Context: an optimization exercise on an open-source flow, tuned for small area. The choices shown serve that exercise and are no tape-out recipe. The RTL of this run was laid out without a check of its function. Power figures rest on the tool's default switching activity, not on a simulated workload.

### flow/run.sh
#!/bin/bash
# synth_recipe.tcl (not shown) runs the flow's synth.tcl, then flattens the netlist and writes it again
# the make line also repeats each setting of config.mk as NAME=value (left out here)
make -C /OpenROAD-flow-scripts/flow DESIGN_CONFIG=/design/flow/config.mk WORK_HOME=/design/flow/orfs CLKGATE_MAP_FILE= SYNTH_SCRIPT=/design/flow/synth_recipe.tcl finish
### flow/config.mk
export PLATFORM = sky130hd
export DESIGN_NAME = ALU
export DESIGN_NICKNAME = ALU
export VERILOG_FILES = /design/flow/design.v
export SDC_FILE = /design/flow/constraint.sdc
export NUM_CORES = 4
export LEC_CHECK = 0
export CAP_MARGIN = 20
export CORE_MARGIN = 2
export CORE_UTILIZATION = 60
export CTS_BUF_LIST = sky130_fd_sc_hd__clkbuf_4 sky130_fd_sc_hd__clkbuf_8
export SLEW_MARGIN = 20
export SYNTH_HIERARCHICAL = 1
### flow/constraint.sdc
create_clock -name core_clock -period 6.0 [get_ports {clk}]
set_input_delay 1.2000 -clock core_clock [delete_from_list [all_inputs] [get_ports {clk}]]
set_output_delay 1.2000 -clock core_clock [all_outputs]
set_load 0.01 [all_outputs]
### flow/design.v
module ALU #(parameter w = 8) (
    clk, rst, CE, IN_valid, MODE, CMD, OPA, OPB, Cin,
    ERR, RES, OF, COUT, G, L, E);
    input clk;
    input rst;
    input CE;
    input [1:0] IN_valid;
    input MODE;
    input [3:0] CMD;
    input [7:0] OPA;
    input [7:0] OPB;
    input Cin;
    output reg ERR;
    output reg OF;
    output reg COUT;
    output reg G;
    output reg L;
    output reg E;
    output reg [16:0] RES;
wire sgn_in = (CMD[3:2] == 2'b11) | (CMD[1:0] == 2'b11);   
wire [7:0] ca = {OPA[7] ^ sgn_in, OPA[6:0]};
wire [7:0] cb = {OPB[7] ^ sgn_in, OPB[6:0]};
wire [1:0] cmp_code = (ca == cb) ? 2'b11 : (ca < cb) ? 2'b01 : 2'b10;
wire [2:0] rot_amt = CMD[0] ? (3'd0 - OPB[2:0]) : OPB[2:0];
reg need_a, need_b, bad;
reg rows_i, aq1_i, aq2_i, ci_i, swap;
reg [3:0] s_i;
reg [1:0] bsel;        
reg [7:0] bconst;
reg azero;
always @(*) begin
    need_a = 1'b1; need_b = 1'b1; bad = 1'b0;
    rows_i = 1'b0; aq1_i = 1'b0; aq2_i = 1'b0; ci_i = 1'b0;
    s_i = 4'b0000; swap = 1'b0; bsel = 2'd0; bconst = 8'h00; azero = 1'b0;
    if (MODE) begin
        case (CMD)
            4'b0000: begin rows_i = 1'b1; end
            4'b0001: begin rows_i = 1'b1; ci_i = 1'b1; s_i = 4'b1000; bsel = 2'd1; end
            4'b0010: begin rows_i = 1'b1; ci_i = Cin; end
            4'b0011: begin rows_i = 1'b1; ci_i = ~Cin; bsel = 2'd1;
                           s_i = {3'b100, Cin & (&OPB)}; end
            4'b0100: begin rows_i = 1'b1; ci_i = 1'b1; bsel = 2'd3; need_b = 1'b0; end
            4'b0101: begin rows_i = 1'b1; s_i = 4'b1000; bsel = 2'd2; bconst = 8'hFF;
                           need_b = 1'b0; end
            4'b0110: begin rows_i = 1'b1; ci_i = 1'b1; bsel = 2'd3; swap = 1'b1;
                           need_a = 1'b0; end
            4'b0111: begin rows_i = 1'b1; s_i = 4'b1000; bsel = 2'd2; bconst = 8'hFF;
                           swap = 1'b1; need_a = 1'b0; end
            4'b1000: begin rows_i = 1'b1; s_i = {2'b01, cmp_code}; bsel = 2'd3;
                           azero = 1'b1; end
            4'b1001: begin rows_i = 1'b1; aq1_i = 1'b1; ci_i = 1'b1; end
            4'b1010: begin aq2_i = 1'b1; end
            4'b1011: begin rows_i = 1'b1; s_i = {2'b01, cmp_code}; end
            4'b1100: begin rows_i = 1'b1; ci_i = 1'b1; s_i = {2'b01, cmp_code};
                           bsel = 2'd1; end
            default: bad = 1'b1;
        endcase
    end else begin
        case (CMD)
            4'b0000: s_i = 4'b1000;
            4'b0001: s_i = 4'b0111;
            4'b0010: s_i = 4'b1110;
            4'b0011: s_i = 4'b0001;
            4'b0100: s_i = 4'b0110;
            4'b0101: s_i = 4'b1001;
            4'b0110: begin s_i = 4'b0011; need_b = 1'b0; end
            4'b0111: begin s_i = 4'b0011; swap = 1'b1; need_a = 1'b0; end
            4'b1000: begin aq1_i = 1'b1; s_i = 4'b0001; bsel = 2'd2; bconst = 8'h80;
                           need_b = 1'b0; end
            4'b1001: begin aq1_i = 1'b1; s_i = 4'b0110; bsel = 2'd2; bconst = 8'h02;
                           need_b = 1'b0; end
            4'b1010: begin aq1_i = 1'b1; s_i = 4'b0001; bsel = 2'd2; bconst = 8'h80;
                           swap = 1'b1; need_a = 1'b0; end
            4'b1011: begin aq1_i = 1'b1; s_i = 4'b0110; bsel = 2'd2; bconst = 8'h02;
                           swap = 1'b1; need_a = 1'b0; end
            4'b1100, 4'b1101: begin
                           aq1_i = 1'b1; s_i = 4'b0011; bsel = 2'd2;
                           bconst = 8'd1 << rot_amt; bad = |OPB[7:4]; end
            default: bad = 1'b1;
        endcase
    end
end
wire err_in = bad | (need_a & ~IN_valid[0]) | (need_b & ~IN_valid[1]);
wire mul_in = MODE & (CMD == 4'b1001 || CMD == 4'b1010);
wire [7:0] a_in = (err_in | azero) ? 8'h00 : swap ? OPB : OPA;
wire [7:0] b_in = bsel == 2'd0 ? OPB : bsel == 2'd1 ? ~OPB :
                  bsel == 2'd2 ? bconst : 8'h00;
wire [7:0] code_in = err_in ? {2'b00, mul_in, 1'b0, mul_in, 3'b000} :
                     {rows_i, aq1_i, aq2_i, ci_i, s_i};
reg [7:0] A, B;
reg rows, aq1, aq2, ci;
reg [3:0] s;
always @(posedge clk) begin
    if (CE) begin
        A <= a_in;
        B <= b_in;
    end
end
always @(posedge clk or posedge rst) begin
    if (rst)
        {rows, aq1, aq2, ci, s} <= 8'h00;
    else if (CE)
        {rows, aq1, aq2, ci, s} <= code_in;
end
wire [8:0] Aq = ({9{aq1}} & {1'b0, A}) | ({9{aq2}} & {A, 1'b0});
wire [7:0] X = {8{rows}} & A;
wire [7:0] Y = {8{rows}} & B;
wire [7:0] pp [0:8];
genvar gi;
generate for (gi = 0; gi < 9; gi = gi + 1) begin : g_pp
    assign pp[gi] = {8{Aq[gi]}} & B;
end endgenerate
wire [16:0] P;
wire s1;
wire c2;
alu_ha us1 (pp[0][7], pp[1][6], s1, c2);
wire s3;
wire c4;
alu_ha us3 (pp[0][4], pp[1][3], s3, c4);
wire s5;
wire c6;
alu_fa us5 (pp[0][5], pp[1][4], pp[2][3], s5, c6);
wire s7;
wire c8;
alu_ha us7 (pp[3][2], pp[4][1], s7, c8);
wire s9;
wire c10;
alu_fa us9 (pp[0][6], pp[1][5], pp[2][4], s9, c10);
wire s11;
wire c12;
alu_fa us11 (pp[3][3], pp[4][2], pp[5][1], s11, c12);
wire s13;
wire c14;
alu_ha us13 (pp[6][0], X[6], s13, c14);
wire s15;
wire c16;
alu_fa us15 (pp[2][5], pp[3][4], pp[4][3], s15, c16);
wire s17;
wire c18;
alu_fa us17 (pp[5][2], pp[6][1], pp[7][0], s17, c18);
wire s19;
wire c20;
alu_fa us19 (X[7], Y[7], s1, s19, c20);
wire s21;
wire c22;
alu_fa us21 (pp[1][7], pp[2][6], pp[3][5], s21, c22);
wire s23;
wire c24;
alu_fa us23 (pp[4][4], pp[5][3], pp[6][2], s23, c24);
wire s25;
wire c26;
alu_fa us25 (pp[7][1], pp[8][0], c2, s25, c26);
wire s27;
wire c28;
alu_fa us27 (pp[2][7], pp[3][6], pp[4][5], s27, c28);
wire s29;
wire c30;
alu_fa us29 (pp[5][4], pp[6][3], pp[7][2], s29, c30);
wire s31;
wire c32;
alu_fa us31 (pp[3][7], pp[4][6], pp[5][5], s31, c32);
wire s33;
wire c34;
alu_ha us33 (pp[0][2], pp[1][1], s33, c34);
wire s35;
wire c36;
alu_fa us35 (pp[0][3], pp[1][2], pp[2][1], s35, c36);
wire s37;
wire c38;
alu_ha us37 (pp[3][0], X[3], s37, c38);
wire s39;
wire c40;
alu_fa us39 (pp[2][2], pp[3][1], pp[4][0], s39, c40);
wire s41;
wire c42;
alu_fa us41 (X[4], Y[4], s3, s41, c42);
wire s43;
wire c44;
alu_fa us43 (pp[5][0], X[5], Y[5], s43, c44);
wire s45;
wire c46;
alu_fa us45 (s5, s7, c4, s45, c46);
wire s47;
wire c48;
alu_fa us47 (Y[6], s9, s11, s47, c48);
wire s49;
wire c50;
alu_fa us49 (s13, c6, c8, s49, c50);
wire s51;
wire c52;
alu_fa us51 (s15, s17, s19, s51, c52);
wire s53;
wire c54;
alu_fa us53 (c10, c12, c14, s53, c54);
wire s55;
wire c56;
alu_fa us55 (s21, s23, s25, s55, c56);
wire s57;
wire c58;
alu_fa us57 (c16, c18, c20, s57, c58);
wire s59;
wire c60;
alu_fa us59 (pp[8][1], s27, s29, s59, c60);
wire s61;
wire c62;
alu_fa us61 (c22, c24, c26, s61, c62);
wire s63;
wire c64;
alu_fa us63 (pp[6][4], pp[7][3], pp[8][2], s63, c64);
wire s65;
wire c66;
alu_fa us65 (s31, c28, c30, s65, c66);
wire s67;
wire c68;
alu_fa us67 (pp[4][7], pp[5][6], pp[6][5], s67, c68);
wire s69;
wire c70;
alu_fa us69 (pp[7][4], pp[8][3], c32, s69, c70);
wire s71;
wire c72;
alu_fa us71 (pp[5][7], pp[6][6], pp[7][5], s71, c72);
wire s73;
wire c74;
alu_ha us73 (pp[0][0], X[0], s73, c74);
wire s75;
wire c76;
alu_fa us75 (pp[0][1], pp[1][0], X[1], s75, c76);
wire s77;
wire c78;
alu_fa us77 (pp[2][0], X[2], Y[2], s77, c78);
wire s79;
wire c80;
alu_fa us79 (Y[3], s35, s37, s79, c80);
wire s81;
wire c82;
alu_fa us81 (s39, s41, c36, s81, c82);
wire s83;
wire c84;
alu_fa us83 (s43, s45, c40, s83, c84);
wire s85;
wire c86;
alu_fa us85 (s47, s49, c44, s85, c86);
wire s87;
wire c88;
alu_fa us87 (s51, s53, c48, s87, c88);
wire s89;
wire c90;
alu_fa us89 (s55, s57, c52, s89, c90);
wire s91;
wire c92;
alu_fa us91 (s59, s61, c56, s91, c92);
wire s93;
wire c94;
alu_fa us93 (s63, s65, c60, s93, c94);
wire s95;
wire c96;
alu_fa us95 (s67, s69, c64, s95, c96);
wire s97;
wire c98;
alu_fa us97 (pp[8][4], s71, c68, s97, c98);
wire s99;
wire c100;
alu_fa us99 (pp[6][7], pp[7][6], pp[8][5], s99, c100);
wire s101;
wire c102;
alu_ha us101 (Y[0], ci, s101, c102);
wire s103;
wire c104;
alu_fa us103 (Y[1], s75, c74, s103, c104);
wire s105;
wire c106;
alu_fa us105 (s33, s77, c76, s105, c106);
wire s107;
wire c108;
alu_fa us107 (c34, s79, c78, s107, c108);
wire s109;
wire c110;
alu_fa us109 (c38, s81, c80, s109, c110);
wire s111;
wire c112;
alu_fa us111 (c42, s83, c82, s111, c112);
wire s113;
wire c114;
alu_fa us113 (c46, s85, c84, s113, c114);
wire s115;
wire c116;
alu_fa us115 (c50, s87, c86, s115, c116);
wire s117;
wire c118;
alu_fa us117 (c54, s89, c88, s117, c118);
wire s119;
wire c120;
alu_fa us119 (c58, s91, c90, s119, c120);
wire s121;
wire c122;
alu_fa us121 (c62, s93, c92, s121, c122);
wire s123;
wire c124;
alu_fa us123 (c66, s95, c94, s123, c124);
wire s125;
wire c126;
alu_fa us125 (c70, s97, c96, s125, c126);
wire s127;
wire c128;
alu_fa us127 (c72, s99, c98, s127, c128);
wire s129;
wire c130;
alu_fa us129 (pp[7][7], pp[8][6], c100, s129, c130);
wire s131;
wire c132;
alu_ha us131 (s73, s101, s131, c132);
wire s133;
wire c134;
wire p135;
wire g136;
alu_ha up135 (s103, c102, p135, g136);
alu_aoi uc134 (p135, c132, g136, c134);
alu_xr us133 (p135, c132, s133);
wire s137;
wire c138;
wire p139;
wire g140;
alu_xn up139 (s105, c104, p139);
alu_nd ug140 (s105, c104, g140);
alu_oai uc138 (p139, c134, g140, c138);
alu_xr us137 (p139, c134, s137);
wire s141;
wire c142;
wire p143;
wire g144;
alu_ha up143 (s107, c106, p143, g144);
alu_aoi uc142 (p143, c138, g144, c142);
alu_xr us141 (p143, c138, s141);
wire s145;
wire c146;
wire p147;
wire g148;
alu_xn up147 (s109, c108, p147);
alu_nd ug148 (s109, c108, g148);
alu_oai uc146 (p147, c142, g148, c146);
alu_xr us145 (p147, c142, s145);
wire s149;
wire c150;
wire p151;
wire g152;
alu_ha up151 (s111, c110, p151, g152);
alu_aoi uc150 (p151, c146, g152, c150);
alu_xr us149 (p151, c146, s149);
wire s153;
wire c154;
wire p155;
wire g156;
alu_xn up155 (s113, c112, p155);
alu_nd ug156 (s113, c112, g156);
alu_oai uc154 (p155, c150, g156, c154);
alu_xr us153 (p155, c150, s153);
wire s157;
wire c158;
wire p159;
wire g160;
alu_ha up159 (s115, c114, p159, g160);
alu_aoi uc158 (p159, c154, g160, c158);
alu_xr us157 (p159, c154, s157);
wire s161;
wire c162;
wire p163;
wire g164;
alu_xn up163 (s117, c116, p163);
alu_nd ug164 (s117, c116, g164);
alu_oai uc162 (p163, c158, g164, c162);
alu_xr us161 (p163, c158, s161);
wire s165;
wire c166;
wire p167;
wire g168;
alu_ha up167 (s119, c118, p167, g168);
alu_aoi uc166 (p167, c162, g168, c166);
alu_xr us165 (p167, c162, s165);
wire s169;
wire c170;
wire p171;
wire g172;
alu_xn up171 (s121, c120, p171);
alu_nd ug172 (s121, c120, g172);
alu_oai uc170 (p171, c166, g172, c170);
alu_xr us169 (p171, c166, s169);
wire s173;
wire c174;
wire p175;
wire g176;
alu_ha up175 (s123, c122, p175, g176);
alu_aoi uc174 (p175, c170, g176, c174);
alu_xr us173 (p175, c170, s173);
wire s177;
wire c178;
wire p179;
wire g180;
alu_xn up179 (s125, c124, p179);
alu_nd ug180 (s125, c124, g180);
alu_oai uc178 (p179, c174, g180, c178);
alu_xr us177 (p179, c174, s177);
wire s181;
wire c182;
wire p183;
wire g184;
alu_ha up183 (s127, c126, p183, g184);
alu_aoi uc182 (p183, c178, g184, c182);
alu_xr us181 (p183, c178, s181);
wire s185;
wire c186;
wire p187;
wire g188;
alu_xn up187 (s129, c128, p187);
alu_nd ug188 (s129, c128, g188);
alu_oai uc186 (p187, c182, g188, c186);
alu_xr us185 (p187, c182, s185);
wire s189;
wire c190;
wire p191;
wire g192;
alu_ha up191 (pp[8][7], c130, p191, g192);
alu_aoi uc190 (p191, c186, g192, c190);
alu_xr us189 (p191, c186, s189);
wire s193;
assign s193 = ~c190;
assign P = {s193, s189, s185, s181, s177, s173, s169, s165, s161, s157, s153, s149, s145, s141, s137, s133, s131};
wire arith = rows & ~aq1;
wire shrot = aq1 & ~rows;
wire lgc   = ~rows & ~aq1 & ~aq2;
wire mulop = aq2 | (rows & aq1);
wire lo_en = arith | (shrot & s[1]);
wire hi_en = shrot & s[0];
wire en8   = arith | (shrot & s[2]);
wire [3:0] tt = {4{lgc}} & s;
wire inv16 = lgc & s[0];
wire k8 = arith & (s[3] | (s[2] & (A[7] ^ B[7])));
wire U  = arith & (k8 ? ~P[8] : (s[2] & A[7]));
reg [7:0] lo;
integer i;
always @(*)
    for (i = 0; i < 8; i = i + 1)
        lo[i] = (lo_en & P[i]) | (hi_en & P[i+8]) | tt[{A[i], B[i]}];
wire r8 = (en8 & P[8]) ^ k8;
wire [16:0] R = {U | inv16, {7{U}}, r8, lo};
wire cout_n = arith & ~s[3] & ~s[2] & P[8];
wire of_n = arith & ((s[3] & ~s[0] & ~P[8]) |
                     (s[2] & (A[7] == B[7]) & (P[7] != A[7])));
wire cmp = arith & s[2];
wire e_n = cmp & s[1] & s[0];
wire l_n = cmp & ~s[1] & s[0];
wire g_n = cmp & s[1] & ~s[0];
wire err_n = (lgc & (s == 4'b0000)) | (aq2 & s[3]);
reg [16:0] RES_m;
reg m_ok;
always @(posedge clk) begin
    if (CE & mulop)
        RES_m <= P;
end
always @(posedge clk or posedge rst) begin
    if (rst) begin
        RES <= 0; m_ok <= 0;
        COUT <= 0; OF <= 0; G <= 0; L <= 0; E <= 0; ERR <= 0;
    end else if (CE) begin
        if (mulop) begin
            RES <= m_ok ? RES_m : 17'd0;
            m_ok <= 1'b1;
        end else
            RES <= R;
        COUT <= cout_n;
        OF <= of_n;
        G <= g_n;
        L <= l_n;
        E <= e_n;
        ERR <= err_n;
    end
end
endmodule
module alu_fa (a, b, c, s, co);
    input a, b, c;
    output s, co;
    assign s = a ^ b ^ c;
    assign co = (a & b) | (a & c) | (b & c);
endmodule
module alu_ha (a, b, s, co);
    input a, b;
    output s, co;
    assign s = a ^ b;
    assign co = a & b;
endmodule
module alu_nd (a, b, y);
    input a, b;
    output y;
    assign y = ~(a & b);
endmodule
module alu_xn (a, b, y);
    input a, b;
    output y;
    assign y = ~(a ^ b);
endmodule
module alu_xr (a, b, y);
    input a, b;
    output y;
    assign y = a ^ b;
endmodule
module alu_anb (a, bn, y);
    input a, bn;
    output y;
    assign y = a & ~bn;
endmodule
module alu_aoi (p, c, g, y);
    input p, c, g;
    output y;
    assign y = ~((p & c) | g);
endmodule
module alu_oai (pn, cn, gn, y);
    input pn, cn, gn;
    output y;
    assign y = ~((pn | cn) & gn);
endmodule
==> out/summary.txt <==
antenna violations before repair: 0
# IOs: 50
largest net degree at the start of global routing: 54
vias per cell: 6.41
synth cell count leaders: nor2b_1 (63), fa_1 (57), a21oi_1 (48), nand2_1 (46)
Synth top area share: 17.8%
Die H: 107 µm
Synth Flop Type: edfxtp_1
layout net count: 784
Final Skew: 14.1 ps
crit-path max FO: 7
gpl congestion: 0.922
power share of the clock group: 23.4%
top-count cell post-synth: nor2b_1
diode count: 0
TritonCTS sink count: 65
worst hold slack: 491 ps
Multi-input gate area: 4330 µm²
Synth Area per Inst: 10.1 µm²
RR Endpoint: RES[7]
core area: 10300 µm²
first-pass GRT wire length: 27400 µm
Final Hold Vio Count: 0
sequential area share after synthesis: 28.0%
Slew headroom: 28.0%
GRT overflow: 0
Pint: 0.00102 W
worst slew pin tran: 1080 ps
Worst EP required: 6260 ps
Sw Pwr: 0.000647 W
DIE AREA: 11500 µm²
Area contributors post-synth: fa_1 (18%), edfxtp_1 (15%), dfrtp_1 (13%)
DRT Pass-1 Iters: 5
Max Cap Viol: 0
Min-Delay Path Class: reg2reg
CP Capture Type: register
Hold Crit Depth: 2
Final setup viols: 0
final slew viol count: 0
DPL Wire Length: 13000 µm
Clock Path Buffers: 2
Mapped Nets: 745
fraction of registers with async set/reset: 49.2%
Starting Density: 62.1%
Hold-fix buffers, CTS: 0
flop2flop setup slack: 330 ps
Die X: 107 µm
Clock transition at path regs: 90 ps
Comb power frac: 42.0%
switch share: 38.7%
routed length per instance: 21.0 µm
Warnings, synthesis: 7
Max VDD drop: 0.124 mV
share of cells above drive strength 1: 12.4%
hold endpoint: G
gr usage total: 31.2%
sequential cell area: 1790 µm²
vias in the first global route: 5151
Netlist cell types: 69
status: timing/DRC/antenna clean
type of origin of the critical path: register
Clock Latency Late Sink: 350 ps
Post-Syn Instances: 635
r2r startpoint: A[1]
IO Port Bufs: 49
Post-synth EDFFs: 33
TNS Setup: 0 ps
Detailed Route WL: 17100 µm
DRT antenna net count: 0
number of remaining DRC errors: 0
Worst Setup Path Type: reg2reg
area leader, netlist: fa_1
initial DRC count: 376
r2r worst-path depth: 22
fin crit period: 5670 ps
clock root buffer: clkbuf_8
Seq cells post-synth: 65
sequential power share: 34.5%
fillers: 787
Area Growth Syn to Fin: 13.5%
Vias: 5222
crit share post-route: 94.4%
Fmax achieved: 176 MHz
Synth Cell Area: 6410 µm²
CTS tree: yes
leakage: 3.09 nW
Max H-tree Level: 3
CTS Buf Count: 9
hold_sp: G
Core Rows: 37
WP data arrival: 5920 ps
power per cell area: 230 nW/µm²
## how the worst max path moves through the flow
stage	slack (ps)	from	cells after the start	end
after global placement	320	aq2	23	RES[7]
after CTS	150	aq2	23	RES[7]
after detailed placement	180	aq2	23	RES[7]
after floorplan	330	aq1	24	RES[7]
final	330	A[1]	22	RES[7]
after global routing	-1	aq2	24	RES[7]
## per-layer routing
layer	vias up	GRT usage [%]	wire [µm]
met5	-	0	0
met4	0	8.70	392
met3	28	4.30	1180
met2	246	53.2	8510
met1	2584	42.0	7000
li1	2364	-	-
## per-module statistics from Yosys (local to each module, per instance)
| module | area [µm²] | copies in the design | flip-flops and latches |
|---|---|---|---|
| alu_xn | 8.76 | 7 | 0 |
| alu_nd | 3.75 | 7 | 0 |
| alu_aoi | 8.76 | 8 | 0 |
| alu_ha | 12.5 | 17 | 0 |
| alu_oai | 5.00 | 7 | 0 |
| alu_fa | 20.0 | 57 | 0 |
| alu_xr | 8.76 | 15 | 0 |
| ALU | 4730 | 1 | 65 |
## flip-flops by register name (all words and copies together), names as in the netlist, 4 cells and up
register	cells
RES	17
RES_m	17
A	8
B	8
s	4
## per-stage QoR
stage	power, W	cells	worst slack, ps	cell area [µm²]	utilization (%)
after floorplan	0.00103	635	333	6410	-
after global placement	0.00125	798	318	7030	68.1
after detailed placement	0.00127	798	184	7030	68.1
after CTS	0.00166	814	151	7240	70.1
after global routing	0.00176	815	-1.35	7270	70.4
final	0.00167	815	334	7270	70.4
## worst max-delay path: stages, from the launching register on
cell and delay (ps):
edfxtp_1 450, a22oi_2 250, buf_4 190, nor2b_1 60, ha_1 290, fa_1 510
fa_1 450, fa_1 580, fa_1 440, ha_1 350, a21oi_2 190, o21ai_1 130
a21oi_2 230, o21ai_2 110, a21oi_2 210, o21ai_2 110, a21oi_2 190, o21ai_2 100
xor2_1 200, a21oi_1 90, o2111ai_1 210, a21oi_1 60, a211oi_1 180
## kinds of logic after synthesis
family / Yosys count / share of synthesized area [%]
and+or+nand+nor: 222 / 18.9
AOI/OAI and AO/OA: 156 / 18.2
adders and majority gates: 83 / 22.9
buffers and inverters: 69 / 4.79
DFF: 65 / 28.0
xor gates and xnor gates: 30 / 4.10
muxes: 10 / 3.14
## layout make-up
cell class                 instances  share of cell area, %
clock buffer                       9                   1.70
clock inverter                     7                   1.10
inverter                          20                   1.03
multi-input combinational        501                   59.6
sequential                        65                   24.6
tap                              136                   2.34
timing repair buffer              77                   9.57
## placed cells by master (no fill, tap or decap), types with 3 or more instances in the layout
master | netlist | final
a211oi_1 | 3 | 3
a21o_1 | 3 | 3
a21oi_1 | 48 | 48
a21oi_2 | 8 | 8
a221o_1 | 7 | 7
a221oi_1 | 7 | 7
a22oi_1 | 11 | 9
a31oi_1 | 3 | 3
a32o_1 | 3 | 3
and2_1 | 17 | 17
and3_1 | 19 | 19
buf_4 | 6 | 28
clkbuf_8 | 0 | 9
clkdlybuf4s50_1 | 0 | 48
dfrtp_1 | 32 | 32
edfxtp_1 | 33 | 33
fa_1 | 57 | 57
ha_1 | 26 | 26
inv_1 | 19 | 19
inv_6 | 0 | 3
mux4_2 | 8 | 8
nand2_1 | 46 | 46
nand2b_1 | 7 | 7
nand3_1 | 12 | 12
nand4_1 | 4 | 4
nor2_1 | 33 | 33
nor2b_1 | 63 | 63
nor3_1 | 6 | 6
o211ai_1 | 7 | 7
o21ai_0 | 11 | 11
o21ai_1 | 7 | 3
o21ai_2 | 1 | 5
o221ai_1 | 7 | 7
o22ai_1 | 3 | 3
o32ai_1 | 4 | 4
xnor2_1 | 9 | 9
xor2_1 | 21 | 21
## what timing repair did
item,in CTS,in global routing
gates resized for setup,0,6
endpoints found under the setup margin,0,1
setup buffers,0,1
hold endpoints to repair,0,0
## power by group through the flow
stage / Clock [W] / Combinational (W) / Sequential [W]
5_1_grt: 0.000416 / 0.000759 / 0.000581
6_report: 0.000392 / 0.000702 / 0.000577
3_3_place_gp: 0 / 0.000668 / 0.000583
3_5_place_dp: 0 / 0.000689 / 0.000584
2_1_floorplan: 0 / 0.000460 / 0.000569
4_1_cts: 0.000395 / 0.000693 / 0.000575

re-timing with driven ports:
Ports are ideal in the flow. The routed layout listed here was re-timed in OpenROAD. Step 1 (the two cells are an assumption about what drives the block):
set clk [get_ports {clk}]
set_driving_cell -lib_cell sky130_fd_sc_hd__clkbuf_16 $clk
set_driving_cell -lib_cell sky130_fd_sc_hd__buf_2 [delete_from_list [all_inputs] $clk]
Step 2 moves the port delays by t, midway between the first and last clock arrival at a register: inputs arrive t later, outputs are due t later. That takes back most of the time a late clock gives input paths. Three values: no drivers, after step 1, after step 2; two values: the first two.
t, ns: 0.376
slack for setup (ns): 0.334 / 0.334 / 0.334
latest minus earliest clock arrival (ns): 0.014 / 0.014
After both steps this run still meets setup and hold. For this run, drivers alone change the setup slack by 0.000 ns; drivers and shift together by 0.000 ns.
